From an optimization exercise on the open Yosys and OpenROAD flow, aimed at small area; shortcuts taken in it are not production practice. Function was checked by simulation only, so behaviour that the tests miss may differ from the original. Power figures rest on the tool's default switching activity, not on a simulated workload.

--- flow/design.v ---
module ssl(CLK, DIR1, DIR2, DIR3, DIR4, E1_1, E1_2, E1_3, E1_4,
           E2_1, E2_2, E2_3, E2_4, H1_1, H1_2, H1_3, H1_4,
           H2_1, H2_2, H2_3, H2_4, H3_1, H3_2, H3_3, H3_4,
           reset, Rx,
           An1, An2, An3, An4, Ap1, Ap2, Ap3, Ap4,
           Bn1, Bn2, Bn3, Bn4, Bp1, Bp2, Bp3, Bp4,
           Cn1, Cn2, Cn3, Cn4, Cp1, Cp2, Cp3, Cp4,
           speed1, speed2, speed3, speed4);
  input CLK;
  input DIR1, DIR2, DIR3, DIR4;
  input E1_1, E1_2, E1_3, E1_4;
  input E2_1, E2_2, E2_3, E2_4;
  input H1_1, H1_2, H1_3, H1_4;
  input H2_1, H2_2, H2_3, H2_4;
  input H3_1, H3_2, H3_3, H3_4;
  input reset;
  input Rx;
  output An1, An2, An3, An4, Ap1, Ap2, Ap3, Ap4;
  output Bn1, Bn2, Bn3, Bn4, Bp1, Bp2, Bp3, Bp4;
  output Cn1, Cn2, Cn3, Cn4, Cp1, Cp2, Cp3, Cp4;
  output speed1, speed2, speed3, speed4;
  wire [3:0] dir = {DIR4, DIR3, DIR2, DIR1};
  wire [3:0] qa  = {E1_4, E1_3, E1_2, E1_1};
  wire [3:0] qb  = {E2_4, E2_3, E2_2, E2_1};
  wire [3:0] h1i = {H1_4, H1_3, H1_2, H1_1};
  wire [3:0] h2i = {H2_4, H2_3, H2_2, H2_1};
  wire [3:0] h3i = {H3_4, H3_3, H3_2, H3_1};
  reg [16:0] tk;
  wire [16:0] tk_inc;
  rinc #(17) u_tkinc (.a(tk), .ci(1'b1), .s(tk_inc));
  always @(posedge CLK)
    if (!reset || tk == 17'd74999) tk <= 17'd0;
    else tk <= tk_inc;
  wire tk_hi  = (tk[16:3] == 14'd9374);           
  wire tk_lo  = (tk[16:2] == 15'd0);              
  wire tk_ea  = tk_hi & (tk[2:0] == 3'd4);        
  wire tk_eb  = tk_hi & (tk[2:0] == 3'd5);        
  wire tk_clr = tk_hi & (tk[2:0] == 3'd6);        
  wire pa = tk_hi & (tk[2:1] == 2'd1);            
  wire pb = tk_hi & (tk[2:1] == 2'd2);            
  wire pc_ = tk_hi & (tk[2:1] == 2'd3);           
  wire pd = tk_lo & ~tk[1];                       
  wire podd = tk[0];
  wire sel1 = pa & ~podd;                           
  wire sel3a = pb & ~podd;                          
  wire sel3b = pd & ~podd;                          
  wire sel5 = pc_ & ~podd;                          
  wire sha = (pa | pc_ | pd) & podd;              
  wire shb = pb & podd;                           
  reg [6:0] pre;                      
  reg [6:0] pc;
  wire [6:0] pc_inc;
  rinc #(7) u_pcinc (.a(pc), .ci(1'b1), .s(pc_inc));
  always @(posedge CLK)
    if (!reset || pre == 7'd41) pre <= 7'd0;
    else pre <= {pre[5:0], ~(pre[6] ^ pre[5])};
  wire rise = (pre == 7'd38);
  always @(posedge CLK)
    if (!reset) pc <= 7'd0;
    else if (rise) pc <= pc_inc;
  reg r1, r2;
  always @(posedge CLK) begin r1 <= Rx; r2 <= r1; end
  reg [3:0] rph;                      
  wire [3:0] rph_inc;
  rinc #(4) u_rphinc (.a(rph), .ci(1'b1), .s(rph_inc));
  reg [9:0] rcnt;
  wire [9:0] rcnt_inc = {rcnt[8:0], ~(rcnt[9] ^ rcnt[6])};
  reg [7:0] rbyte;
  wire rend = (rcnt == 10'd358);
  wire rmid = (rcnt == 10'd641);
  always @(posedge CLK) begin
    if (!reset) rph <= 4'd0;
    else case (rph)
      4'd0: if (!r2) rph <= 4'd1;
      4'd1: if (rmid) rph <= r2 ? 4'd0 : 4'd2;
      4'd11: rph <= 4'd0;
      default: if (rend) rph <= rph_inc;
    endcase
    if (rph == 4'd0 || (rph == 4'd1 && rmid) || rend) rcnt <= 10'd0;
    else rcnt <= rcnt_inc;
    if (rend && rph >= 4'd2 && rph <= 4'd9) rbyte <= {r2, rbyte[7:1]};
  end
  wire rdv = (rph == 4'd11);
  reg [1:0] spi;
  always @(posedge CLK)
    if (!reset) spi <= 2'd0;
    else if (rdv) spi <= {spi[1] ^ spi[0], ~spi[0]};
  wire [7:0] spd_in = rbyte & {8{reset}};
  reg [3:0] seg;
  reg [9:0] tq;
  wire [9:0] tq_inc = {tq[8:0], ~(tq[9] ^ tq[6])};
  wire tseg_end = (seg == 4'd0) ? (tq == 10'd1) : (tq == 10'd358);
  reg [3:0] seg_n;
  always @(*)
    case (seg)
      4'd0: seg_n = 4'd1;
      4'd1: seg_n = 4'd8;
      4'd15: seg_n = 4'd2;
      4'd2: seg_n = 4'd0;
      default: seg_n = {1'b1, seg[2:0] + 3'd1};
    endcase
  always @(posedge CLK) begin
    if (!reset || tseg_end) tq <= 10'd0;
    else tq <= tq_inc;
    if (!reset) seg <= 4'd0;
    else if (tseg_end) seg <= seg_n;
  end
  wire tx_load = (seg == 4'd0) && (tq == 10'd0);
  wire [3:0] spd;
  wire [3:0] Ap, An, Bp, Bn, Cp, Cn;
  genvar m;
  generate for (m = 0; m < 4; m = m + 1) begin : mot
    reg [7:0] sp;
    always @(posedge CLK)
      if (!reset || (rdv && spi == m)) sp <= spd_in;
    reg x0;
    reg [7:0] cnt, total, txd;
    wire xe = qa[m] ^ qb[m];
    wire en = xe ^ x0;
    wire [7:0] cnt_inc;
    wire cclr = tk_clr | !reset;
    rinc #(8) u_cinc (.a(cnt & {8{~cclr}}), .ci(en & ~tk_clr), .s(cnt_inc));
    always @(posedge CLK) begin
      x0 <= xe;
      cnt <= cnt_inc;
      if (tk_eb || !reset) total <= {cnt[7:1], cnt[0] & reset};
      if (tx_load) txd <= total;
    end
    assign spd[m] = seg[3] ? txd[seg[2:0]] : (seg != 4'd1);
    wire [7:0] err;
    rsub #(8) u_err (.a(sp), .b(total), .s(err));
    reg [7:0] ex, ey;
    always @(posedge CLK) begin
      ex <= ey;
      ey <= (tk_ea || tk_eb || !reset) ? err : ex;
    end
    reg [15:0] s0, s1;
    reg cy;
    wire [15:0] xa = {{8{ex[7]}}, ex};           
    wire [15:0] xb = {{8{~ey[7]}}, ~ey};         
    wire [15:0] op = ({16{sel1}} & {xa[14:0], 1'b0}) |
                     ({16{sel3a}} & {xb[12:0], 3'b0}) |
                     ({16{sel3b}} & {xa[12:0], 3'b0}) |
                     ({16{sel5}} & {xa[10:0], 5'b0}) |
                     {16{(sha & ey[7]) | (shb & ~ex[7])}};
    wire inj = sel3a;                               
    wire [15:0] sum;
    wire co;
    radd16 u_acc (.a(s1), .b(op), .ci(podd & cy), .c3(inj), .s(sum), .co(co));
    always @(posedge CLK) begin
      s1 <= s0;
      s0 <= sum & {16{reset}};
      cy <= co;
    end
    wire [6:0] lvl = s1[15] ? 7'd0 : ((|s1[14:0]) | (|s0[15:7])) ? 7'd127 : s0[6:0];
    wire lgt;
    rgt #(7) u_gt (.a(lvl), .b(pc), .gt(lgt));
    reg po;
    always @(posedge CLK)
      if (rise || !reset) po <= lgt & reset;
    wire h1 = dir[m] ? h1i[m] : ~h1i[m];
    wire h2 = dir[m] ? h2i[m] : ~h2i[m];
    wire h3 = dir[m] ? h3i[m] : ~h3i[m];
    assign Ap[m] = ~po | ~h1 | h2;
    assign An[m] =  po & ~h1 & h2;
    assign Bp[m] = ~po | ~h2 | h3;
    assign Bn[m] =  po & ~h2 & h3;
    assign Cp[m] = ~po | ~h3 | h1;
    assign Cn[m] =  po & ~h3 & h1;
  end endgenerate
  assign {Ap4, Ap3, Ap2, Ap1} = Ap;
  assign {An4, An3, An2, An1} = An;
  assign {Bp4, Bp3, Bp2, Bp1} = Bp;
  assign {Bn4, Bn3, Bn2, Bn1} = Bn;
  assign {Cp4, Cp3, Cp2, Cp1} = Cp;
  assign {Cn4, Cn3, Cn2, Cn1} = Cn;
  assign {speed4, speed3, speed2, speed1} = spd;
endmodule
module radd16 (input [15:0] a, input [15:0] b, input ci, input c3, output [15:0] s, output co);
  wire [16:0] c;
  assign c[0] = ci;
  genvar i;
  generate for (i = 0; i < 16; i = i + 1) begin : b_
    wire cc = (i == 3) ? (c[i] | c3) : c[i];
    assign s[i] = a[i] ^ b[i] ^ cc;
    assign c[i+1] = (a[i] & b[i]) | (cc & (a[i] ^ b[i]));
  end endgenerate
  assign co = c[16];
endmodule
module rinc #(parameter W = 8) (input [W-1:0] a, input ci, output [W-1:0] s);
  wire [W:0] c;
  assign c[0] = ci;
  genvar i;
  generate for (i = 0; i < W; i = i + 1) begin : b
    assign s[i] = a[i] ^ c[i];
    assign c[i+1] = a[i] & c[i];
  end endgenerate
endmodule
module radd #(parameter W = 8) (input [W-1:0] a, input [W-1:0] b, input ci, input c3, output [W-1:0] s);
  wire [W:0] c;
  assign c[0] = ci;
  genvar i;
  generate for (i = 0; i < W; i = i + 1) begin : b_
    wire cc = (i == 2) ? (c[i] | c3) : c[i];
    assign s[i] = a[i] ^ b[i] ^ cc;
    assign c[i+1] = (a[i] & b[i]) | (cc & (a[i] ^ b[i]));
  end endgenerate
endmodule
module rsub #(parameter W = 8) (input [W-1:0] a, input [W-1:0] b, output [W-1:0] s);
  wire [W:0] c;
  assign c[0] = 1'b1;
  genvar i;
  generate for (i = 0; i < W; i = i + 1) begin : b_
    wire nb = ~b[i];
    assign s[i] = a[i] ^ nb ^ c[i];
    assign c[i+1] = (a[i] & nb) | (c[i] & (a[i] ^ nb));
  end endgenerate
endmodule
module rdec #(parameter W = 8) (input [W-1:0] a, input bi, output [W-1:0] s);
  wire [W:0] c;
  assign c[0] = bi;
  genvar i;
  generate for (i = 0; i < W; i = i + 1) begin : b_
    assign s[i] = a[i] ^ c[i];
    assign c[i+1] = ~a[i] & c[i];
  end endgenerate
endmodule
module radd8 (input [7:0] a, input [7:0] b, output [7:0] s);
  wire [8:0] c;
  assign c[0] = 1'b1;
  genvar i;
  generate for (i = 0; i < 8; i = i + 1) begin : b_
    assign s[i] = a[i] ^ b[i] ^ c[i];
    assign c[i+1] = (a[i] & b[i]) | (c[i] & (a[i] ^ b[i]));
  end endgenerate
endmodule
module rgt #(parameter W = 8) (input [W-1:0] a, input [W-1:0] b, output gt);
  wire [W:0] g;
  assign g[0] = 1'b0;
  genvar i;
  generate for (i = 0; i < W; i = i + 1) begin : b_
    assign g[i+1] = (a[i] & ~b[i]) | (a[i] & g[i]) | (~b[i] & g[i]);
  end endgenerate
  assign gt = g[W];
endmodule
--- flow/constraint.sdc ---
create_clock -name core_clock -period 10.0 [get_ports {CLK}]
set_input_delay 2.0000 -clock core_clock [delete_from_list [all_inputs] [get_ports {CLK}]]
set_output_delay 2.0000 -clock core_clock [all_outputs]
set_load 0.01 [all_outputs]
--- flow/config.mk ---
export PLATFORM = sky130hd
export DESIGN_NAME = ssl
export DESIGN_NICKNAME = ssl
export VERILOG_FILES = /design/flow/design.v
export SDC_FILE = /design/flow/constraint.sdc
export NUM_CORES = 4
export LEC_CHECK = 0
export CAP_MARGIN = 20
export CORE_MARGIN = 2
export CORE_UTILIZATION = 65
export CTS_CLUSTER_DIAMETER = 100
export CTS_CLUSTER_SIZE = 30
export PLACE_DENSITY = 0.75
export SLEW_MARGIN = 20
--- flow/run.sh ---
#!/bin/bash
# synth_recipe.tcl (not shown) runs the flow's synth.tcl, then flattens the netlist and writes it again
# the make line also repeats each setting of config.mk as NAME=value (left out here)
make -C /OpenROAD-flow-scripts/flow DESIGN_CONFIG=/design/flow/config.mk WORK_HOME=/design/flow/orfs CLKGATE_MAP_FILE= SYNTH_SCRIPT=/design/flow/synth_recipe.tcl finish
==> impl_results.md, run 1 <==
* Final min period at 8.56 ns
* DP HPWL at 24.1 mm
* Chip Height at 165 µm
* Hold Path End: mot[0].s1[4]
* Layout area overhead at 7.16%
* First-pass GRT wire length at 52.4 mm
* Share of async-settable or async-resettable flops after synthesis at 0%
* EDFF count, synth at 108
* DR iter-0 viols at 741
* Cts-stage hold buffer count at 0
* Tcrit/Tclk final at 85.6%
* Drt total wl at 32.6 mm
* Synthesized area at 16,900 µm²
* Most common cell in the netlist: dfxtp_1
* Worst vdd ir at 182 µV
* Final setup vio count at 0
* Max Cap Violations at 0
* Row Count at 59
* Syn Nets at 1,625
* Layout Cells excl Fill at 1,811
* Sequential share of the synthesized area at 54.0%
* Hold Crit Start: mot[0].s0[4]
* I/O pin count at 55
* Crit path launch type: flip-flop
* CP Launch Point: tk[1]
* Post-synth top cells: 295 x dfxtp_1, 119 x and2_1, 108 x edfxtp_1
* Synth top area cells: dfxtp_1 35%, edfxtp_1 19%, fa_1 10%
* Average wire per cell in the routed design at 18.0 µm
* H-tree depth at 1
* CTS buffer count at 17
* #FFs+latches synth at 403
* Leakage at 7.59 nW
* DIE WIDTH at 165 µm
* Via count at 10,311
* Reg2reg start: tk[1]
* GRT Resource Usage Total at 24.7%
* RD Place Congestion at 0.847
* Clk Latency, worst-skew pair at 0.53 ns
* Die area at 27,400 µm²
* Vias in the first global route at 10,058
* Detailed-route DRC error count at 0
* Cts repair resizes at 0
* Crit-path max FO at 9
* Syn Area/Cell at 11.8 µm²
* Via-per-instance ratio at 5.69
* CTS Root Cell: clkbuf_16
* Hold Crit Depth at 0
* Skew final at 0.0306 ns
* Crit path arrival time at 9.04 ns
* Total power at 4.21 mW
* Worst-path clk slew at 0.12 ns
* Reg2Reg Setup Slack at 1.44 ns
* Worst rel slew slack at 35.3%
* P per Cell Area at 232 nW/µm²
* Yosys top cell by area: dfxtp_1
* CTS tree: done
* Share of the synthesized area in the top cell type at 34.8%
* Hold Violations, Final at 0
* Setup TNS at 0 ns
* R2r worst-path depth at 26
* Initial antenna violation count at 0
* Setup repair bufs after CTS at 0
* Layout cells sized above 1 at 4.07%
* Number of distinct library cells after synthesis at 62
* Fmax at 117 MHz
* GRT Residual Overflow at 0
* DRT Pass-1 Iters at 6
* Crit path kind: flip-flop to flip-flop
* # clock sinks at 403
* Slew @ Worst Pin at 0.967 ns
* R2r endpoint: mot[1].s0[15]
* Largest net degree at the start of global routing at 86
* Minimum hold slack at 0.350 ns
* Top FF cell, synth: dfxtp_1
* Clk buf depth at 3
* Status: complete, no violations
* RSZ-0062 raised after global routing: no
* Placed instance count at 1,783
* Worst min path class: flip-flop to flip-flop
* Crit end category: flip-flop
* Core Area at 25,800 µm²
* Required time of the critical path at 10.48 ns
* Max-slew violations at 0
* Diodes inserted at 0
* Port-buffer cells at 54
* Layout Nets at 1,650
* Detail Route Antenna Nets at 0
* Syn Inst Count at 1,442
* Yosys synthesis warning count at 1
* Initial core utilization at 65.6%
[registers in the layout (all words and copies together) (netlist names), 32 cells and up]
register and cells:
mot.s0 64, mot.s1 64, mot.cnt 32, mot.ex 32, mot.ey 32, mot.sp 32
mot.total 32, mot.txd 32
[report_power, final]
part / internal (mW) / switching, mW / leakage [nW]
registers: 2.11 / 0.283 / 3.51
clock network: 0.331 / 0.491 / 0.234
logic: 0.450 / 0.543 / 3.84
total: 2.89 / 1.32 / 7.59
[critical path, stage by stage (launching register included)]
cell and delay (ns):
dfxtp_1 0.45, inv_1 0.18, nand4_1 0.30, nor2_1 0.09, a21oi_2 0.31, inv_1 0.15
fa_1 0.41, fa_1 0.44, fa_1 0.39, or2b_1 0.25, fa_1 0.41, fa_1 0.42
fa_1 0.43, fa_1 0.43, fa_1 0.43, fa_1 0.43, fa_1 0.43, fa_1 0.42
fa_1 0.43, fa_1 0.39, inv_1 0.08, fa_1 0.16, inv_1 0.05, fa_1 0.39
inv_1 0.09, fa_1 0.43, nor2_1 0.10
[cell type report]
cell class	count	area [µm²]
clock buffer	26	459
clock inverter	2	28.8
fill	1850	7680
inverter	88	330
multi-input combinational	894	7170
sequential	403	9150
tap	335	419
timing repair buffer	63	603
[cell usage in the layout, fill, tap and decap left out, types with 5 or more instances in the layout]
cell type / n
o211ai_1: 29
and2_1: 119
inv_1: 88
o2111ai_1: 7
nand2_1: 100
mux2i_1: 5
maj3_1: 8
o22a_1: 5
nor2b_1: 21
a22oi_1: 18
nor2_1: 103
o21ai_0: 42
dfxtp_1: 295
clkdlybuf4s50_1: 53
mux4_2: 8
o31ai_1: 6
and3_1: 36
xor2_1: 7
nor3_1: 11
nand4_1: 16
ha_1: 68
a21oi_1: 50
clkbuf_16: 17
a222oi_1: 12
a21oi_2: 5
fa_1: 88
a2111oi_0: 5
nand3b_1: 8
edfxtp_1: 108
clkbuf_1: 9
nor4_1: 27
buf_4: 9
a21o_1: 12
xnor2_1: 20
nand2b_1: 11
[how the worst max path moves through the flow]
stage               endpoint  depth (start not counted)
2_1_floorplan  mot[1].s0[15]                         26
3_3_place_gp   mot[1].s0[15]                         26
3_5_place_dp   mot[1].s0[15]                         26
4_1_cts        mot[1].s0[15]                         26
5_1_grt        mot[2].s0[15]                         26
6_report       mot[1].s0[15]                         26
[layer usage]
layer | up-vias | wire (µm) | GRT usage, %
li1 | 5010 | - | -
met1 | 5032 | 15100 | 35.0
met2 | 234 | 15600 | 41.3
met3 | 35 | 1280 | 3.05
met4 | 0 | 589 | 5.05
met5 | - | 0 | 0
[cells by family (layout without fill, tap and decap cells)]
logic type	Yosys count	after routing	synth area share [%]
adders and majority gates	164	164	15.9
AOI/OAI and AO/OA	211	211	8.50
xor gates and xnor gates	27	27	1.40
DFF	403	403	54.0
muxes	17	17	1.62
and+or+nand+nor	475	475	14.9
buffers and inverters	145	179	3.74
[through the flow]
stage | instance area, µm² | util [%] | setup WS [ns]
after detailed placement | 17700 | 68.4 | 1.45
after CTS | 18200 | 70.3 | 1.42
after floorplan | 16900 | - | 2.04
after global routing | 18200 | 70.3 | 1.06
final | 18200 | 70.3 | 1.44
after global placement | 17700 | 68.4 | 1.68
==> run 2, diff against run 1 <==
--- a/flow/config.mk
+++ b/flow/config.mk
@@ -7,8 +7,8 @@
 export LEC_CHECK = 0
 export CAP_MARGIN = 20
 export CORE_MARGIN = 2
-export CORE_UTILIZATION = 65
+export CORE_UTILIZATION = 40
 export CTS_CLUSTER_DIAMETER = 100
 export CTS_CLUSTER_SIZE = 30
-export PLACE_DENSITY = 0.75
+export PLACE_DENSITY = 0.6
 export SLEW_MARGIN = 20
==> impl_results.md, run 2 <==
* GRT Resource Usage Total at 15.1%
* DR iter-0 viols at 711
* Placed cell area at 17,900 µm²
* Worst-path clk slew at 0.11 ns
* Most common cell in the netlist: dfxtp_1
* RSZ-0062 raised after global routing: no
* Syn Nets at 1,625
* Skew final at 0.0184 ns
* CTS buffer count at 17
* Crit path launch type: flip-flop
* DP HPWL at 24.2 mm
* DIE WIDTH at 210 µm
* Post-synth top cells: 295 x dfxtp_1, 119 x and2_1, 108 x edfxtp_1
* Commonest cells after routing, fill and taps aside: 295 x dfxtp_1, 119 x and2_1, 108 x edfxtp_1
* Final setup vio count at 0
* Worst rel slew slack at 31.2%
* H-tree depth at 1
* Leakage at 7.59 nW
* Layout cells sized above 1 at 4.14%
* Drt total wl at 32.4 mm
* Port-buffer cells at 54
* Top FF cell, synth: dfxtp_1
* Synth top area cells: dfxtp_1 35%, edfxtp_1 19%, fa_1 10%
* Worst vdd ir at 108 µV
* Reg2reg start: tk[1]
* Initial antenna violation count at 0
* Share of the synthesized area in the top cell type at 34.8%
* Detail Route Antenna Nets at 0
* GR Util met1 at 22.3%
* Reg2Reg Setup Slack at 1.53 ns
* Vias in the first global route at 9,986
* CTS Root Cell: clkbuf_16
* Finished Cell Area at 18,400 µm²
* Worst min path class: flip-flop to flip-flop
* Setup ws final at 1.53 ns
* P per Cell Area at 226 nW/µm²
* I/O pin count at 55
* Hold Violations, Final at 0
* Most Crowded Layer GR: met2
* Crit-path max FO at 9
* Number of distinct library cells after synthesis at 62
* Met3 Resource Use GR at 1.51%
* CP Launch Point: tk[1]
* Share of async-settable or async-resettable flops after synthesis at 0%
* Clk Latency, worst-skew pair at 0.52 ns
* Average wire per cell in the routed design at 16.1 µm
* Commonest non-fill, non-tap cell in the layout: dfxtp_1
* R2r endpoint: mot[1].s0[15]
* Crit path arrival time at 8.93 ns
* Via count at 10,115
* Yosys synthesis warning count at 1
* Slew @ Worst Pin at 1.03 ns
* Status: complete, no violations
* #FFs+latches synth at 403
* Yosys top cell by area: dfxtp_1
* Fin util at 44.0%
* M2 GR Usage at 24.4%
* First-pass GRT wire length at 53.4 mm
* Required time of the critical path at 10.46 ns
* # clock sinks at 403
* Crit end category: flip-flop
* Initial core utilization at 40.5%
* Biggest regs: mot.s0: 64 flops, mot.s1: 64 flops
* Sequential share of the synthesized area at 54.0%
* R2r worst-path depth at 26
* CTS tree: done
* Chip Height at 210 µm
* GRT Residual Overflow at 0
* Tcrit/Tclk final at 84.7%
* Via-per-instance ratio at 5.02
* Final min period at 8.47 ns
* Max Cap Violations at 0
* Cts repair resizes at 0
* Row Count at 75
* DRT Pass-1 Iters at 8
* Clk buf depth at 3
* Largest net degree at the start of global routing at 72
* RD Place Congestion at 0.790
* Layout Nets at 1,651
* Setup TNS at 0 ns
* Detailed-route DRC error count at 0
* Syn Area/Cell at 11.8 µm²
* Core Area at 41,900 µm²
* Cts-stage hold buffer count at 0
* Setup repair bufs after CTS at 0
* Fmax at 118 MHz
* Max-slew violations at 0
* EDFF count, synth at 108
* Pre-CTS setup slack at 1.49 ns
* Die area at 44,000 µm²
* Crit path kind: flip-flop to flip-flop
* Syn Inst Count at 1,442
* Capture point of the worst path: mot[1].s0[15]
* Layout area overhead at 8.66%
* Synthesized area at 16,900 µm²
* Total power at 4.17 mW
[run 2: cell counts after synthesis]
No cell type changed its count.
[run 2: how the worst min path moves through the flow]
stage / startpoint / endpoint / cells after the start
after global placement: r1 / r2 / 0
after global routing: r1 / r2 / 0
after detailed placement: r1 / r2 / 0
after floorplan: r1 / r2 / 0
final: r1 / r2 / 0
after CTS: r1 / r2 / 0
[run 2: critical path: stages, from the launching register on]
cell and delay (ns):
dfxtp_1 0.43, inv_1 0.16, nand4_1 0.29, nor2_1 0.09, a21oi_2 0.32, inv_1 0.14, fa_1 0.41, fa_1 0.47
fa_1 0.40, or2b_1 0.24, fa_1 0.42, fa_1 0.42, fa_1 0.43, fa_1 0.42, fa_1 0.42, fa_1 0.42
fa_1 0.42, fa_1 0.42, fa_1 0.42, fa_1 0.39, inv_1 0.08, fa_1 0.16, inv_1 0.05, fa_1 0.38
inv_1 0.08, fa_1 0.41, nor2_1 0.10
[run 2: power breakdown]
part           switching (mW)  internal, mW
clock                   0.477         0.325
combinational           0.526         0.444
sequential              0.286          2.11
[run 2: routing by layer]
| metal | vias to the layer above | part of all wire (%) |
|---|---|---|
| li1 | 5035 | - |
| met1 | 4892 | 50 |
| met2 | 155 | 45 |
| met3 | 33 | 2.7 |
| met4 | 0 | 2.1 |
| met5 | - | 0 |
[run 2: cell families (layout without fill, tap and decap cells)]
family	Yosys count	after routing	share of synthesized area, %
and+or+nand+nor	475	475	14.9
other	0	1	0
muxes	17	17	1.62
AOI/OAI and AO/OA	211	211	8.50
buffers and inverters	145	178	3.74
adders and majority gates	164	164	15.9
DFF	403	403	54.0
xor gates and xnor gates	27	27	1.40
[run 2: per-stage QoR]
step                std cells  hold slack [ns]
floorplan                1442            0.310
global placement         1988            0.313
detailed placement       1988            0.316
CTS                      2014            0.340
global route             2014            0.352
finish                   2015            0.339
[run 2: cell type report]
type	count	area (µm²)
repair buffers	64	611
inverters	88	330
clock buffers	24	452
well taps	539	674
fillers	3899	23400
multi-input cells	894	7170
flip-flops and latches	403	9150
clock inverters	2	25.0
diodes	1	2.50
==> run 3, diff against run 2 <==
==> flow/flow/run.sh (new file) <==
#!/bin/bash
# Standard layout, with small port buffers and no CTS dummy loads.
set -e
cp standard.sh standard_copy.log
export BUFFER_PORTS_ARGS="-buffer_cell sky130_fd_sc_hd__buf_1"
export CTS_ARGS="-sink_clustering_enable -repair_clock_nets -dont_use_dummy_load -sink_clustering_size 30 -sink_clustering_max_diameter 100"
bash standard.sh > standard.log 2>&1
==> flow/standard.sh (new file) <==
#!/bin/bash
# synth_recipe.tcl (not shown) runs the flow's synth.tcl, then flattens the netlist and writes it again
# the make line also repeats each setting of config.mk as NAME=value (left out here)
make -C /OpenROAD-flow-scripts/flow DESIGN_CONFIG=/design/flow/config.mk WORK_HOME=/design/flow/orfs CLKGATE_MAP_FILE= SYNTH_SCRIPT=/design/flow/synth_recipe.tcl "${@:-finish}"
--- a/flow/config.mk
+++ b/flow/config.mk
@@ -7,8 +7,8 @@
 export LEC_CHECK = 0
 export CAP_MARGIN = 20
 export CORE_MARGIN = 2
-export CORE_UTILIZATION = 40
+export CORE_UTILIZATION = 65
 export CTS_CLUSTER_DIAMETER = 100
 export CTS_CLUSTER_SIZE = 30
-export PLACE_DENSITY = 0.6
+export PLACE_DENSITY = 0.75
 export SLEW_MARGIN = 20
removed: flow/run.sh
==> impl_results.md, run 3 <==
* Final setup vio count at 0
* Syn Inst Count at 1,442
* Leakage at 7.42 nW
* Fmax at 117 MHz
* Tcrit/Tclk final at 85.2%
* Hold Crit Start: r1
* XOR/XNOR Fraction of Synth Area at 1.40%
* Detailed-route DRC error count at 0
* CP Launch Point: tk[2]
* #FFs+latches synth at 403
* Setup ws final at 1.48 ns
* Post-synthesis adder-cell area fraction at 15.9%
* DR iter-0 viols at 843
* CTS buffer count at 17
* Skew final at 0.0291 ns
* Most common cell in the netlist: dfxtp_1
* Number of distinct library cells after synthesis at 62
* Net switching power at 1.29 mW
* Sequential share of the synthesized area at 54.0%
* CTS tree: done
* GRT Resource Usage Total at 23.9%
* Die area at 27,400 µm²
* Crit-path max FO at 9
* Worst min path class: flip-flop to flip-flop
* Comb pwr share at 23.2%
* Largest family of logic cells by synthesized area: adder cells
* CTS Root Cell: clkbuf_16
* DRT Pass-1 Iters at 5
* DP HPWL at 23.4 mm
* Required time of the critical path at 10.46 ns
* Crit path kind: flip-flop to flip-flop
* Biggest regs: mot.s0: 64 flops, mot.s1: 64 flops
* Worst-path clk slew at 0.11 ns
* Clock power frac at 18.8%
* Worst vdd ir at 144 µV
* Via-per-instance ratio at 5.71
* Net Sw Frac at 31.2%
* Share of async-settable or async-resettable flops after synthesis at 0%
* Synth top area cells: dfxtp_1 35%, edfxtp_1 19%, fa_1 10%
* Commonest cells after routing, fill and taps aside: 295 x dfxtp_1, 119 x and2_1, 108 x edfxtp_1
* Mux cell area share after synthesis at 1.62%
* Setup TNS at 0 ns
* Hold Violations, Final at 0
* Worst rel slew slack at 30.6%
* Initial antenna violation count at 1
* Cts repair resizes at 0
* Post-synth top cells: 295 x dfxtp_1, 119 x and2_1, 108 x edfxtp_1
* Core Area at 25,800 µm²
* Sequential power share at 58.0%
* Reg2reg start: tk[2]
* Crit end category: flip-flop
* Drt total wl at 32.0 mm
* Average wire per cell in the routed design at 17.8 µm
* Minimum hold slack at 0.340 ns
* Top FF cell, synth: dfxtp_1
* Diodes inserted at 0
* First-pass GRT wire length at 50.8 mm
* Final min period at 8.52 ns
* Commonest non-fill, non-tap cell in the layout: dfxtp_1
* Syn Nets at 1,625
* DIE WIDTH at 165 µm
* Max Cap Violations at 0
* # clock sinks at 403
* Yosys top cell by area: dfxtp_1
* Crit path arrival time at 8.98 ns
* Clk buf depth at 3
* Fillers at 1,957
* Total power at 4.13 mW
* Register area at 9150 µm²
* Finished Cell Area at 17,800 µm²
* Simple-gate portion of the synthesized area at 14.9%
* Layout Nets at 1,651
* Initial core utilization at 65.6%
* Yosys synthesis warning count at 1
* Crit path launch type: flip-flop
* Internal power at 2.84 mW
* Via count at 10,283
* Row Count at 59
* Placed cell area at 17,300 µm²
* Layout cells sized above 1 at 4.02%
* Multi-input gate area at 7170 µm²
* P per Cell Area at 233 nW/µm²
* Post-synthesis compound-gate area fraction at 8.50%
* EDFF count, synth at 108
* Vias in the first global route at 9,861
* RSZ-0062 raised after global routing: no
* Max-slew violations at 0
* Layout area overhead at 4.88%
* Syn Area/Cell at 11.8 µm²
* Slew @ Worst Pin at 1.04 ns
* Setup repair bufs after CTS at 0
* Cts-stage hold buffer count at 0
* Clk Latency, worst-skew pair at 0.52 ns
* Share of the synthesized area in the top cell type at 34.8%
* Chip Height at 165 µm
* H-tree depth at 1
* Port-buffer cells at 54
* Pre-CTS setup slack at 1.51 ns
* Detail Route Antenna Nets at 0
* I/O pin count at 55
* Synthesized area at 16,900 µm²
* Reg2Reg Setup Slack at 1.48 ns
* Largest net degree at the start of global routing at 64
* GRT Residual Overflow at 0
* RD Place Congestion at 0.860
* Status: complete, no violations
[run 3: cell counts after synthesis]
Identical to the previous run, type by type.
[run 3: logic make-up (layout without fill, tap and decap cells)]
family / count (synthesis) / in the layout
buffers and inverters: 145 / 169
AND/OR/NAND/NOR: 475 / 475
flip-flops: 403 / 403
XOR/XNOR: 27 / 27
adder cells (fa/ha/maj): 164 / 164
multiplexers: 17 / 17
AO/OA/AOI/OAI: 211 / 211
[run 3: cell type report]
type                            instances  area share (%)
Clock buffer                           17            2.39
Inverter                               88            1.86
Multi-Input combinational cell        894            40.3
Sequential cell                       403            51.5
Tap cell                              335            2.36
Timing Repair Buffer                   64            1.57
[run 3: stage by stage]
step | utilization [%] | std cells
after CTS | 68.8 | 1801
final | 68.8 | 1801
after global placement | 67.1 | 1784
after detailed placement | 67.1 | 1784
after floorplan | - | 1442
after global routing | 68.8 | 1801
[run 3: layer usage]
layer	wire [µm]	global-route usage, %	vias to the layer above
met3	1520	3.07	38
met4	574	5.09	2
met1	14700	33.8	4999
li1	-	-	5017
met5	13	0	-
met2	15200	40.1	227
[run 3: critical path, cell delays in order, from the launching register on]
cell	delay, ns
dfxtp_1	0.48
nor4_1	0.11
nand4_1	0.19
a21oi_2	0.16
a21oi_2	0.38
inv_1	0.13
fa_1	0.41
fa_1	0.47
fa_1	0.39
nand2b_1	0.16
fa_1	0.44
fa_1	0.43
fa_1	0.42
fa_1	0.42
fa_1	0.43
fa_1	0.43
fa_1	0.43
fa_1	0.44
fa_1	0.43
fa_1	0.40
inv_1	0.08
fa_1	0.16
inv_1	0.06
fa_1	0.40
inv_1	0.09
fa_1	0.43
nor2_1	0.09
[run 3: power by group through the flow]
stage                     clock (mW)  combinational, mW  sequential (mW)
after floorplan                    0              0.723             2.33
after global placement             0              0.924             2.42
after detailed placement           0              0.956             2.43
after CTS                      0.796              0.969             2.40
after global routing           0.845               1.11             2.45
final                          0.775              0.960             2.40
[run 3: path summary, 6_finish.rpt]
path / end / cells past startpoint
worst max-delay path: mot[2].s0[15] / 26
worst min-delay path: r2 / 0
worst max register to register: mot[2].s0[15] / 26
worst min register to register: r2 / 0
==> run 4, diff against run 3 <==
--- a/flow/design.v
+++ b/flow/design.v
@@ -55,6 +55,7 @@
     if (!reset || pre == 7'd41) pre <= 7'd0;
     else pre <= {pre[5:0], ~(pre[6] ^ pre[5])};
   wire rise = (pre == 7'd38);
+  wire pc_n127 = ~&pc;
   always @(posedge CLK)
     if (!reset) pc <= 7'd0;
     else if (rise) pc <= pc_inc;
@@ -152,9 +153,10 @@
       s0 <= sum & {16{reset}};
       cy <= co;
     end
-    wire [6:0] lvl = s1[15] ? 7'd0 : ((|s1[14:0]) | (|s0[15:7])) ? 7'd127 : s0[6:0];
-    wire lgt;
-    rgt #(7) u_gt (.a(lvl), .b(pc), .gt(lgt));
+    wire big = (|s1[14:0]) | (|s0[15:7]);
+    wire lgt7;
+    rgt #(7) u_gt (.a(s0[6:0]), .b(pc), .gt(lgt7));
+    wire lgt = ~s1[15] & (big ? pc_n127 : lgt7);
     reg po;
     always @(posedge CLK)
       if (rise || !reset) po <= lgt & reset;
==> impl_results.md, run 4 <==
* Worst-path clk slew at 0.11 ns
* RSZ-0062 raised after global routing: no
* Cts repair resizes at 0
* Cts-stage hold buffer count at 0
* Placed cell area at 17,400 µm²
* Drt total wl at 31.5 mm
* Chip Height at 165 µm
* Register area at 9150 µm²
* Via-per-instance ratio at 5.65
* Clk buf depth at 3
* Worst min path class: flip-flop to flip-flop
* Yosys top cell by area: dfxtp_1
* Synthesized area at 16,900 µm²
* Layout cells sized above 1 at 3.98%
* Tcrit/Tclk final at 85.9%
* DRT Pass-1 Iters at 7
* Multi-input gate area at 7230 µm²
* Syn Area/Cell at 11.9 µm²
* Syn Inst Count at 1,429
* H-tree depth at 1
* DR iter-0 viols at 686
* Slew @ Worst Pin at 0.959 ns
* Detail Route Antenna Nets at 0
* #FFs+latches synth at 403
* Leakage at 7.39 nW
* Layout area overhead at 5.52%
* Layout Nets at 1,642
* Diodes inserted at 0
* Hold Violations, Final at 0
* Sequential share of the synthesized area at 54.0%
* Fmax at 116 MHz
* Required time of the critical path at 10.45 ns
* Worst rel slew slack at 35.6%
* CTS Root Cell: clkbuf_16
* Largest net degree at the start of global routing at 95
* Skew final at 0.0472 ns
* Clk Latency, worst-skew pair at 0.53 ns
* Share of async-settable or async-resettable flops after synthesis at 0%
* Yosys synthesis warning count at 1
* DP HPWL at 23.4 mm
* Status: complete, no violations
* Commonest cells after routing, fill and taps aside: 295 x dfxtp_1, 143 x and2_1, 115 x nor2_1
* Row Count at 59
* First-pass GRT wire length at 50.7 mm
* Die area at 27,400 µm²
* Setup ws final at 1.41 ns
* # clock sinks at 403
* Average wire per cell in the routed design at 17.6 µm
* Share of the synthesized area in the top cell type at 34.9%
* CTS tree: done
* Most common cell in the netlist: dfxtp_1
* Vias in the first global route at 9,866
* Fin util at 69.2%
* Number of distinct library cells after synthesis at 63
* Max-slew violations at 0
* GRT Resource Usage Total at 24.1%
* DIE WIDTH at 165 µm
* RD Place Congestion at 0.867
* I/O pin count at 55
* Finished Cell Area at 17,900 µm²
* Pre-CTS setup slack at 1.49 ns
* Crit path arrival time at 9.03 ns
* Post-synth top cells: 295 x dfxtp_1, 143 x and2_1, 115 x nor2_1
* Final setup vio count at 0
* Worst vdd ir at 209 µV
* Final min period at 8.59 ns
* Crit path launch type: flip-flop
* Crit path kind: flip-flop to flip-flop
* GRT Residual Overflow at 0
* Initial core utilization at 65.5%
* Crit end category: flip-flop
* Setup TNS at 0 ns
* Biggest regs: mot.s0: 64 flops, mot.s1: 64 flops
* EDFF count, synth at 108
* Commonest non-fill, non-tap cell in the layout: dfxtp_1
* Top FF cell, synth: dfxtp_1
* Crit-path max FO at 13
* P per Cell Area at 233 nW/µm²
* Via count at 10,128
* Fillers at 1,914
* Core Area at 25,800 µm²
* Detailed-route DRC error count at 0
* Syn Nets at 1,612
* Port-buffer cells at 54
* CTS buffer count at 17
* Max Cap Violations at 0
* Initial antenna violation count at 0
* Setup repair bufs after CTS at 0
* Synth top area cells: dfxtp_1 35%, edfxtp_1 19%, fa_1 10%
run 4: worst max-delay path, stage by stage (launching register included):
cell	delay, ns
dfxtp_1	0.66
nor3_1	0.13
nand3_1	0.22
a211oi_1	0.11
o21a_1	0.32
fa_1	0.46
fa_1	0.43
fa_1	0.38
nand2b_1	0.17
fa_1	0.45
fa_1	0.44
fa_1	0.46
fa_1	0.43
fa_1	0.42
fa_1	0.45
fa_1	0.43
fa_1	0.43
fa_1	0.45
fa_1	0.40
inv_1	0.08
fa_1	0.17
inv_1	0.06
fa_1	0.38
inv_1	0.09
fa_1	0.41
nor2_1	0.09
run 4: cell type report:
type                       count  share of cell area, %
multi-input combinational    878                   40.5
sequential                   403                   51.2
timing repair buffer          66                   1.65
inverter                      93                   1.95
clock buffer                  17                   2.38
tap                          335                   2.35
run 4: worst paths after layout:
kind	cells past startpoint	start	end	slack, ns
max reg2reg	25	tk[2]	mot[1].s0[15]	1.41
min reg2reg	0	r1	r2	0.34
min	0	r1	r2	0.34
max	25	tk[2]	mot[1].s0[15]	1.41
run 4: stage by stage:
stage / hold slack (ns) / cells / power (mW)
after floorplan: 0.310 / 1429 / 3.09
after global placement: 0.310 / 1775 / 3.38
after detailed placement: 0.313 / 1775 / 3.42
after CTS: 0.339 / 1792 / 4.19
after global routing: 0.342 / 1792 / 4.44
final: 0.340 / 1792 / 4.16
run 4: layer usage:
metal,GRT usage [%],share of wire [%],up-vias
met4,7.05,2.9,0
met1,34.2,47,4872
li1,-,-,4945
met2,39.7,47,256
met3,2.50,4.0,55
met5,0,0,-
run 4: logic make-up (layout without fill, tap and decap cells):
family	count (synthesis)	count (layout)	synth area share, %
compound gates	178	178	7.42
simple gates	468	468	14.8
buf+inv	148	176	3.38
mux	36	36	2.75
xor+xnor	27	27	1.40
fa+ha+maj	169	169	16.2
flops	403	403	54.0
run 4: power breakdown:
part | internal, mW | total, mW | switching, mW
registers | 2.11 | 2.41 | 0.299
clock network | 0.309 | 0.767 | 0.459
logic | 0.469 | 0.982 | 0.513
total | 2.89 | 4.16 | 1.27
==> run 5, diff against run 4 <==
==> flow/flow/run.sh (replaced) <==
#!/bin/bash
# The standard layout with three changes:
#  - ABC maps the logic with an area-oriented script (flow/abc_area.script);
#    the rest of the synthesis is synth_recipe.tcl unchanged, so the
#    registers are the standard synthesis's;
#  - ports get the smallest buffer (buf_1);
#  - CTS inserts no dummy loads.
set -euo pipefail
here=$(pwd)
# synthesis script: synth_recipe.tcl with abc's -script argument replaced
{
  head -n 1 synth_recipe.tcl
  echo "proc abc {args} { set i [lsearch -exact \$args -script]; if {\$i >= 0} { lset args [expr {\$i + 1}] $here/flow/abc_area.script }; yosys abc {*}\$args }"
  tail -n +2 synth_recipe.tcl
} > my_synth.tcl
sed "s|SYNTH_SCRIPT=[^ ]*|SYNTH_SCRIPT=$here/my_synth.tcl|" standard.sh > my_standard.sh
export BUFFER_PORTS_ARGS="-buffer_cell sky130_fd_sc_hd__buf_1"
export CTS_ARGS="-sink_clustering_enable -repair_clock_nets -dont_use_dummy_load -sink_clustering_size 30 -sink_clustering_max_diameter 100"
bash my_standard.sh > standard.log 2>&1
==> flow/flow/abc_area.script (new file) <==
strash
dc2
dch -f
amap
strash
dch -f
amap
topo
--- a/flow/config.mk
+++ b/flow/config.mk
@@ -7,8 +7,8 @@
 export LEC_CHECK = 0
 export CAP_MARGIN = 20
 export CORE_MARGIN = 2
-export CORE_UTILIZATION = 65
+export CORE_UTILIZATION = 75
 export CTS_CLUSTER_DIAMETER = 100
 export CTS_CLUSTER_SIZE = 30
-export PLACE_DENSITY = 0.75
+export PLACE_DENSITY = 0.85
 export SLEW_MARGIN = 20
==> impl_results.md, run 5 <==
* Status: complete, no violations
* I/O pin count at 55
* Worst min path class: flip-flop to flip-flop
* Largest net degree at the start of global routing at 85
* Via-per-instance ratio at 6.07
* Required time of the critical path at 10.44 ns
* Commonest non-fill, non-tap cell in the layout: dfxtp_1
* DRT Pass-1 Iters at 8
* Sequential share of the synthesized area at 57.4%
* Final min period at 8.71 ns
* Setup TNS at 0 ns
* Share of the synthesized area in the top cell type at 37.1%
* Initial core utilization at 76.0%
* Die area at 22,400 µm²
* Core Area at 21,000 µm²
* Reg2Reg Setup Slack at 1.29 ns
* Final setup vio count at 0
* Worst vdd ir at 143 µV
* Syn Nets at 1,512
* Syn Area/Cell at 12.0 µm²
* Number of distinct library cells after synthesis at 37
* First-pass GRT wire length at 51.0 mm
* Crit end category: flip-flop
* Post-synth top cells: 295 x dfxtp_1, 152 x clkinv_1, 108 x edfxtp_1
* RD Place Congestion at 0.867
* Most common cell in the netlist: dfxtp_1
* DIE WIDTH at 150 µm
* CTS Root Cell: clkbuf_16
* Detail Route Antenna Nets at 0
* Crit path arrival time at 9.15 ns
* Worst-path clk slew at 0.11 ns
* Setup repair bufs after CTS at 0
* Skew final at 0.0366 ns
* Share of async-settable or async-resettable flops after synthesis at 0%
* #FFs+latches synth at 403
* CTS buffer count at 17
* Crit-path max FO at 4
* Synthesized area at 15,900 µm²
* CP Launch Point: tk[12]
* Drt total wl at 32.0 mm
* Detailed-route DRC error count at 0
* Reg2reg start: tk[12]
* Port-buffer cells at 54
* Initial antenna violation count at 0
* Average wire per cell in the routed design at 19.0 µm
* Syn Inst Count at 1,329
* Via count at 10,228
* Layout Nets at 1,595
* Chip Height at 150 µm
* Hold Crit Start: r1
* GRT Residual Overflow at 0
* Placed instance count at 1,668
* Crit path kind: flip-flop to flip-flop
* Yosys synthesis warning count at 1
* Minimum hold slack at 0.349 ns
* EDFF count, synth at 108
* Diodes inserted at 0
* DP HPWL at 23.6 mm
* Clk buf depth at 3
* Max Cap Violations at 0
* Top FF cell, synth: dfxtp_1
* Slew @ Worst Pin at 1.03 ns
* Layout area overhead at 6.67%
* Crit path launch type: flip-flop
* Row Count at 53
* Yosys top cell by area: dfxtp_1
* Biggest regs: mot.s0: 64 flops, mot.s1: 64 flops
* Vias in the first global route at 10,166
* Layout cells sized above 1 at 2.27%
* Worst rel slew slack at 30.4%
* GRT Resource Usage Total at 29.3%
* CTS tree: done
* Layout Cells excl Fill at 1,685
* P per Cell Area at 235 nW/µm²
* Hold Violations, Final at 0
* Max-slew violations at 0
* RSZ-0062 raised after global routing: no
* Clk Latency, worst-skew pair at 0.52 ns
* Fmax at 115 MHz
* Synth top area cells: dfxtp_1 37%, edfxtp_1 20%, fa_1 11%
* Commonest cells after routing, fill and taps aside: 295 x dfxtp_1, 150 x clkinv_1, 108 x edfxtp_1
* Leakage at 6.75 nW
* H-tree depth at 1
* Tcrit/Tclk final at 87.1%
* # clock sinks at 403
* Cts-stage hold buffer count at 0
* Cts repair resizes at 0
* DR iter-0 viols at 861
==> run 5: changes by cell type in the layout (fill, tap and decap cells not counted), sizes merged, moves of 22 or more <==
cell and delta:
mux2i -24, and3 +22, and2 -144, nand2 -31
nor2b +98, o22ai +45, inv -91, clkinv +150
==> run 5: worst paths after layout <==
check                                      to  cells past startpoint
worst min register to register             r2                      0
worst max register to register  mot[1].s0[15]                     26
worst min-delay path                       r2                      0
worst max-delay path            mot[1].s0[15]                     26
==> run 5: area by class of cell <==
| cell class | count | area [µm²] |
|---|---|---|
| Tap cell | 275 | 344 |
| Sequential cell | 403 | 9150 |
| Inverter | 152 | 571 |
| Timing Repair Buffer | 64 | 278 |
| Multi-Input combinational cell | 774 | 6230 |
| Clock buffer | 17 | 425 |
| Fill cell | 1225 | 3960 |
==> run 5: where the power goes <==
group          total (mW)  internal (mW)  switching (mW)  leakage (nW)
clock               0.764          0.308           0.455         0.209
combinational       0.898          0.394           0.503          3.04
sequential           2.34           2.07           0.269          3.51
==> run 5: cell families after synthesis <==
logic type                 Yosys count  synth area share, %
and+or+nand+nor                    367                 11.9
AOI/OAI and AO/OA                  247                 10.5
adders and majority gates          156                 16.4
DFF                                403                 57.4
buffers and inverters              152                 3.58
xor gates and xnor gates             4                0.220
==> run 5: layer usage <==
| layer | global-route usage [%] | vias up | routed length [µm] |
|---|---|---|---|
| met5 | 0 | - | 0 |
| met4 | 8.25 | 0 | 907 |
| met3 | 3.72 | 75 | 1910 |
| met2 | 51.7 | 412 | 16000 |
| met1 | 38.6 | 4908 | 13200 |
| li1 | - | 4833 | - |
==> run 5: worst max-delay path: stages (launching register included) <==
cell and delay, ns:
dfxtp_1 0.35, or2_0 0.15, or4_1 0.19, nor2_1 0.05, o21ai_0 0.49, o22ai_1 0.26
fa_1 0.44, fa_1 0.44, fa_1 0.38, or2_0 0.27, fa_1 0.45, fa_1 0.44
fa_1 0.45, fa_1 0.43, fa_1 0.45, fa_1 0.45, fa_1 0.43, fa_1 0.43
fa_1 0.43, fa_1 0.40, clkinv_1 0.07, fa_1 0.16, clkinv_1 0.08, fa_1 0.39
clkinv_1 0.07, fa_1 0.41, nor2_1 0.09
==> run 5: stage by stage <==
stage	util, %	total power, mW	area [µm²]	setup slack, ns
final	81.1	4.00	17000	1.29
after global placement	79.1	3.17	16600	1.48
after global routing	81.1	4.22	17000	0.883
after CTS	81.1	4.01	17000	1.18
after floorplan	-	2.92	15900	2.03
after detailed placement	79.1	3.24	16600	1.29
==> run 6, diff against run 5 <==
==> flow/flow/abc_area.script (replaced) <==
strash
dc2
dch -f
amap
topo
--- a/flow/config.mk
+++ b/flow/config.mk
@@ -7,8 +7,8 @@
 export LEC_CHECK = 0
 export CAP_MARGIN = 20
 export CORE_MARGIN = 2
-export CORE_UTILIZATION = 75
+export CORE_UTILIZATION = 65
 export CTS_CLUSTER_DIAMETER = 100
 export CTS_CLUSTER_SIZE = 30
-export PLACE_DENSITY = 0.85
+export PLACE_DENSITY = 0.75
 export SLEW_MARGIN = 20
==> impl_results.md, run 6 <==
* Status: complete, no violations
* Syn Inst Count at 1,351
* DIE WIDTH at 161 µm
* P per Cell Area at 238 nW/µm²
* Post-synthesis adder-cell area fraction at 16.3%
* Post-synthesis compound-gate area fraction at 9.59%
* Cts repair resizes at 0
* Commonest cells after routing, fill and taps aside: 295 x dfxtp_1, 143 x clkinv_1, 121 x nor2_1
* Core Area at 24,200 µm²
* Clk Latency, worst-skew pair at 0.53 ns
* GRT Resource Usage Total at 23.8%
* Max-slew violations at 0
* XOR/XNOR Fraction of Synth Area at 0.438%
* Detail Route Antenna Nets at 0
* Slew @ Worst Pin at 0.898 ns
* Yosys top cell by area: dfxtp_1
* Vias in the first global route at 9,711
* Layout area overhead at 7.11%
* #FFs+latches synth at 403
* Hold Crit Depth at 0
* Worst rel slew slack at 40.1%
* Required time of the critical path at 10.43 ns
* Row Count at 57
* Setup repair bufs after CTS at 0
* GRT Residual Overflow at 0
* Layout cells sized above 1 at 2.30%
* Layout Nets at 1,617
* Synth top area cells: dfxtp_1 37%, edfxtp_1 20%, fa_1 11%
* Port-buffer cells at 54
* Commonest non-fill, non-tap cell in the layout: dfxtp_1
* Most common cell in the netlist: dfxtp_1
* Crit-path max FO at 4
* # clock sinks at 403
* Clk buf depth at 3
* Crit path launch type: flip-flop
* CTS tree: done
* Final min period at 8.79 ns
* First-pass GRT wire length at 49.1 mm
* DR iter-0 viols at 713
* Worst-path clk slew at 0.10 ns
* Placed cell area at 16,700 µm²
* Share of async-settable or async-resettable flops after synthesis at 0%
* Cts-stage hold buffer count at 0
* Fin util at 70.6%
* Via count at 9,976
* CTS Root Cell: clkbuf_16
* Initial antenna violation count at 0
* Hold Violations, Final at 0
* Finished Cell Area at 17,100 µm²
* Syn Nets at 1,534
* Mux cell area share after synthesis at 0%
* RD Place Congestion at 0.849
* Syn Area/Cell at 11.8 µm²
* Worst min path class: flip-flop to flip-flop
* Average wire per cell in the routed design at 17.1 µm
* Die area at 25,900 µm²
* Tcrit/Tclk final at 87.9%
* Skew final at 0.0426 ns
* CTS buffer count at 17
* Fmax at 114 MHz
* Yosys synthesis warning count at 1
* Simple-gate portion of the synthesized area at 13.0%
* Placed instance count at 1,739
* Initial core utilization at 65.9%
* Final setup vio count at 0
* Leakage at 6.73 nW
* Top FF cell, synth: dfxtp_1
* Register area at 9150 µm²
* Synthesized area at 16,000 µm²
* Share of the synthesized area in the top cell type at 36.9%
* R2r worst-path depth at 26
* Biggest regs: mot.s0: 64 flops, mot.s1: 64 flops
* EDFF count, synth at 108
* Fillers at 1,764
* Largest family of logic cells by synthesized area: adder cells
* Setup TNS at 0 ns
* Minimum hold slack at 0.331 ns
* Total power at 4.07 mW
* Sequential share of the synthesized area at 57.2%
* Via-per-instance ratio at 5.68
* Crit path kind: flip-flop to flip-flop
* H-tree depth at 1
* Post-synth top cells: 295 x dfxtp_1, 144 x clkinv_1, 121 x nor2_1
* Number of distinct library cells after synthesis at 36
* Crit path arrival time at 9.22 ns
* Multi-input gate area at 6330 µm²
* Setup ws final at 1.21 ns
* Max Cap Violations at 0
* DP HPWL at 22.9 mm
* Drt total wl at 30.1 mm
* DRT Pass-1 Iters at 7
* Diodes inserted at 0
* RSZ-0062 raised after global routing: no
* Chip Height at 161 µm
* Worst vdd ir at 172 µV
* Crit end category: flip-flop
* I/O pin count at 55
* Layout Cells excl Fill at 1,756
* Largest net degree at the start of global routing at 55
* Pre-CTS setup slack at 1.27 ns
* Detailed-route DRC error count at 0
run 6: cells by family (layout without fill, tap and decap cells):
kind of cell	after synthesis	after routing
AO/OA/AOI/OAI	229	229
XOR/XNOR	8	8
adder cells (fa/ha/maj)	156	156
buffers and inverters	144	225
flip-flops	403	403
AND/OR/NAND/NOR	411	411
run 6: worst paths after layout:
path,slack (ns),start,to
hold reg to reg,0.33,r1,r2
hold / removal,0.33,r1,r2
setup / recovery,1.21,tk[12],mot[1].s0[15]
setup reg to reg,1.21,tk[12],mot[1].s0[15]
run 6: final cells by class:
cell class              count  area share [%]
inverters                 144            3.16
well taps                 324            2.37
repair buffers             64            1.63
clock buffers              17            2.48
flip-flops and latches    403            53.4
multi-input cells         804            37.0
run 6: critical path: stages, from the launching register on:
cell      delay [ns]
dfxtp_1         0.34
or2_0           0.19
or4_1           0.21
nor2_1          0.05
o21ai_0         0.54
o22ai_1         0.27
fa_1            0.45
fa_1            0.43
fa_1            0.39
or2_0           0.25
fa_1            0.45
fa_1            0.43
fa_1            0.46
fa_1            0.43
fa_1            0.43
fa_1            0.43
fa_1            0.42
fa_1            0.42
fa_1            0.42
fa_1            0.40
clkinv_1        0.07
fa_1            0.17
clkinv_1        0.08
fa_1            0.40
clkinv_1        0.07
fa_1            0.42
nor2_1          0.09
run 6: layer usage:
layer  routed length [µm]  vias to the layer above  part of all wire [%]  global-route usage, %
li1                     -                     4885                     -                      -
met1                13400                     4760                    45                   33.1
met2                14300                      275                    47                   40.0
met3                 1480                       56                   4.9                   2.76
met4                  918                        0                   3.0                   7.26
met5                    0                        -                     0                      0
run 6: report_power, final:
part / leakage, nW / internal, mW / switching, mW
clock network: 0.209 / 0.308 / 0.453
registers: 3.51 / 2.08 / 0.280
logic: 3.01 / 0.418 / 0.534
==> run 7, diff against run 6 <==
==> flow/flow/abc_area.script (replaced) <==
strash
dc2
dch -f
amap
strash
dch -f
amap
topo
==> impl_results.md, run 7 <==
* CTS tree: done
* Diodes inserted at 0
* Number of distinct library cells after synthesis at 37
* Crit path arrival time at 9.24 ns
* Required time of the critical path at 10.45 ns
* Leakage at 6.75 nW
* # clock sinks at 403
* Share of async-settable or async-resettable flops after synthesis at 0%
* Worst vdd ir at 202 µV
* Synth top area cells: dfxtp_1 37%, edfxtp_1 20%, fa_1 11%
* Worst-path clk slew at 0.11 ns
* Fmax at 114 MHz
* Tcrit/Tclk final at 87.9%
* GRT Residual Overflow at 0
* Final setup vio count at 0
* Core Area at 24,200 µm²
* Via-per-instance ratio at 5.66
* Setup ws final at 1.21 ns
* Detailed-route DRC error count at 0
* Worst min path class: flip-flop to flip-flop
* CTS Root Cell: clkbuf_16
* RSZ-0062 raised after global routing: no
* Top FF cell, synth: dfxtp_1
* Fin util at 70.5%
* I/O pin count at 55
* EDFF count, synth at 108
* Hold Violations, Final at 0
* Layout Nets at 1,594
* Post-synth top cells: 295 x dfxtp_1, 152 x clkinv_1, 108 x edfxtp_1
* H-tree depth at 1
* Slew @ Worst Pin at 1.01 ns
* Syn Inst Count at 1,329
* Pre-CTS setup slack at 1.19 ns
* Most common cell in the netlist: dfxtp_1
* Largest net degree at the start of global routing at 85
* Synthesized area at 15,900 µm²
* Worst rel slew slack at 31.7%
* Chip Height at 161 µm
* Total power at 3.94 mW
* DR iter-0 viols at 733
* Port-buffer cells at 54
* Initial antenna violation count at 0
* Layout area overhead at 7.02%
* Status: complete, no violations
* CTS buffer count at 17
* Biggest regs: mot.s0: 64 flops, mot.s1: 64 flops
* DP HPWL at 22.4 mm
* Crit-path max FO at 4
* Initial core utilization at 65.9%
* RD Place Congestion at 0.861
* Setup repair bufs after CTS at 0
* Crit end category: flip-flop
* First-pass GRT wire length at 48.1 mm
* Max-slew violations at 0
* Finished Cell Area at 17,100 µm²
* Die area at 25,800 µm²
* DIE WIDTH at 161 µm
* Max Cap Violations at 0
* DRT Pass-1 Iters at 6
* Vias in the first global route at 9,446
* Final min period at 8.79 ns
* Sequential share of the synthesized area at 57.4%
* Row Count at 57
* Crit path launch type: flip-flop
* Syn Nets at 1,512
* Skew final at 0.0477 ns
* Average wire per cell in the routed design at 17.0 µm
* Syn Area/Cell at 12.0 µm²
* Cts-stage hold buffer count at 0
* P per Cell Area at 231 nW/µm²
* Clk Latency, worst-skew pair at 0.51 ns
* Via count at 9,811
* Share of the synthesized area in the top cell type at 37.1%
* Yosys top cell by area: dfxtp_1
* Layout cells sized above 1 at 2.27%
* Detail Route Antenna Nets at 0
* Commonest cells after routing, fill and taps aside: 295 x dfxtp_1, 150 x clkinv_1, 108 x edfxtp_1
* Cts repair resizes at 0
* Setup TNS at 0 ns
* Crit path kind: flip-flop to flip-flop
* Commonest non-fill, non-tap cell in the layout: dfxtp_1
* Clk buf depth at 3
* Placed cell area at 16,600 µm²
* GRT Resource Usage Total at 23.4%
* Drt total wl at 29.5 mm
* Yosys synthesis warning count at 1
* #FFs+latches synth at 403
run 7: cell count changes in the layout (fill, tap and decap cells not counted), moves of 7 or more:
cell and delta:
clkinv_1 +7, o21ai_0 -9, o22ai_1 +17, and3_1 +14, nor2_1 -14, or2_0 -13, nand2_1 -22
run 7: cell type report:
type	count	area [µm²]
Tap cell	324	405
Clock buffer	17	425
Fill cell	1713	7120
Inverter	152	571
Multi-Input combinational cell	774	6230
Timing Repair Buffer	63	272
Sequential cell	403	9150
run 7: final timing paths:
kind | slack (ns) | cells past startpoint | startpoint | to
worst max-delay path | 1.21 | 26 | tk[14] | mot[1].s0[15]
worst min-delay path | 0.34 | 0 | r1 | r2
worst max register to register | 1.21 | 26 | tk[14] | mot[1].s0[15]
worst min register to register | 0.34 | 0 | r1 | r2
run 7: metal layers:
layer / global-route usage (%) / routed length [µm] / vias up
met5: 0 / 0 / -
met3: 3.02 / 1420 / 42
met2: 39.5 / 14100 / 237
met4: 5.41 / 600 / 0
li1: - / - / 4843
met1: 32.7 / 13400 / 4689
run 7: logic make-up after synthesis:
family | share of synthesized area, %
AND/OR/NAND/NOR | 11.9
adder cells (fa/ha/maj) | 16.4
flip-flops | 57.4
XOR/XNOR | 0.220
buffers and inverters | 3.58
AO/OA/AOI/OAI | 10.5
run 7: per-stage QoR:
stage                     std cells  hold WS, ns
after detailed placement       1716        0.318
after global routing           1733        0.348
after CTS                      1733        0.343
after floorplan                1329        0.310
after global placement         1716        0.316
final                          1733        0.339
run 7: worst max-delay path: stages, from the launching register on:
cell      delay, ns
dfxtp_1        0.35
or4_1          0.15
or4_1          0.17
nor2_1         0.05
o21ai_0        0.63
o22ai_1        0.28
fa_1           0.45
fa_1           0.42
fa_1           0.39
or2_0          0.25
fa_1           0.44
fa_1           0.47
fa_1           0.44
fa_1           0.42
fa_1           0.43
fa_1           0.42
fa_1           0.43
fa_1           0.45
fa_1           0.43
fa_1           0.40
clkinv_1       0.07
fa_1           0.16
clkinv_1       0.08
fa_1           0.39
clkinv_1       0.07
fa_1           0.40
nor2_1         0.09
run 7: report_power, final:
group	internal (mW)	switching, mW	leakage (nW)
sequential	2.07	0.253	3.51
combinational	0.381	0.473	3.04
clock	0.308	0.455	0.209
total	2.76	1.18	6.75

[static timing again, ports no longer ideal]
Ports are ideal in the flow. The routed layouts listed here were re-timed in OpenROAD. Step 1 (the two cells are an assumption about what drives the block):
set clk [get_ports {CLK}]
set_driving_cell -lib_cell sky130_fd_sc_hd__clkbuf_16 $clk
set_driving_cell -lib_cell sky130_fd_sc_hd__buf_2 [delete_from_list [all_inputs] $clk]
Step 2 adds t to the input delays and takes it off the output delays; t is the mean of the earliest and latest rising clock arrival at the registers after step 1. Input paths then give back, and output paths get back, about the clock's delay inside the block. a / b / c = no drivers / after step 1 / after step 2; a / b = the first two.
run	t, ns	setup WS [ns]	latest minus earliest clock arrival (ns)
run 1	0.568	1.438 / 1.438 / 1.438	0.036 / 0.037
run 2	0.564	1.527 / 1.527 / 1.527	0.019 / 0.019
run 3	0.554	1.480 / 1.480 / 1.480	0.031 / 0.030
run 4	0.554	1.413 / 1.413 / 1.413	0.047 / 0.048
run 5	0.548	1.285 / 1.285 / 1.285	0.036 / 0.037
run 6	0.558	1.210 / 1.210 / 1.210	0.046 / 0.046
run 7	0.541	1.205 / 1.205 / 1.205	0.049 / 0.049
After both steps every run listed still meets setup and hold.
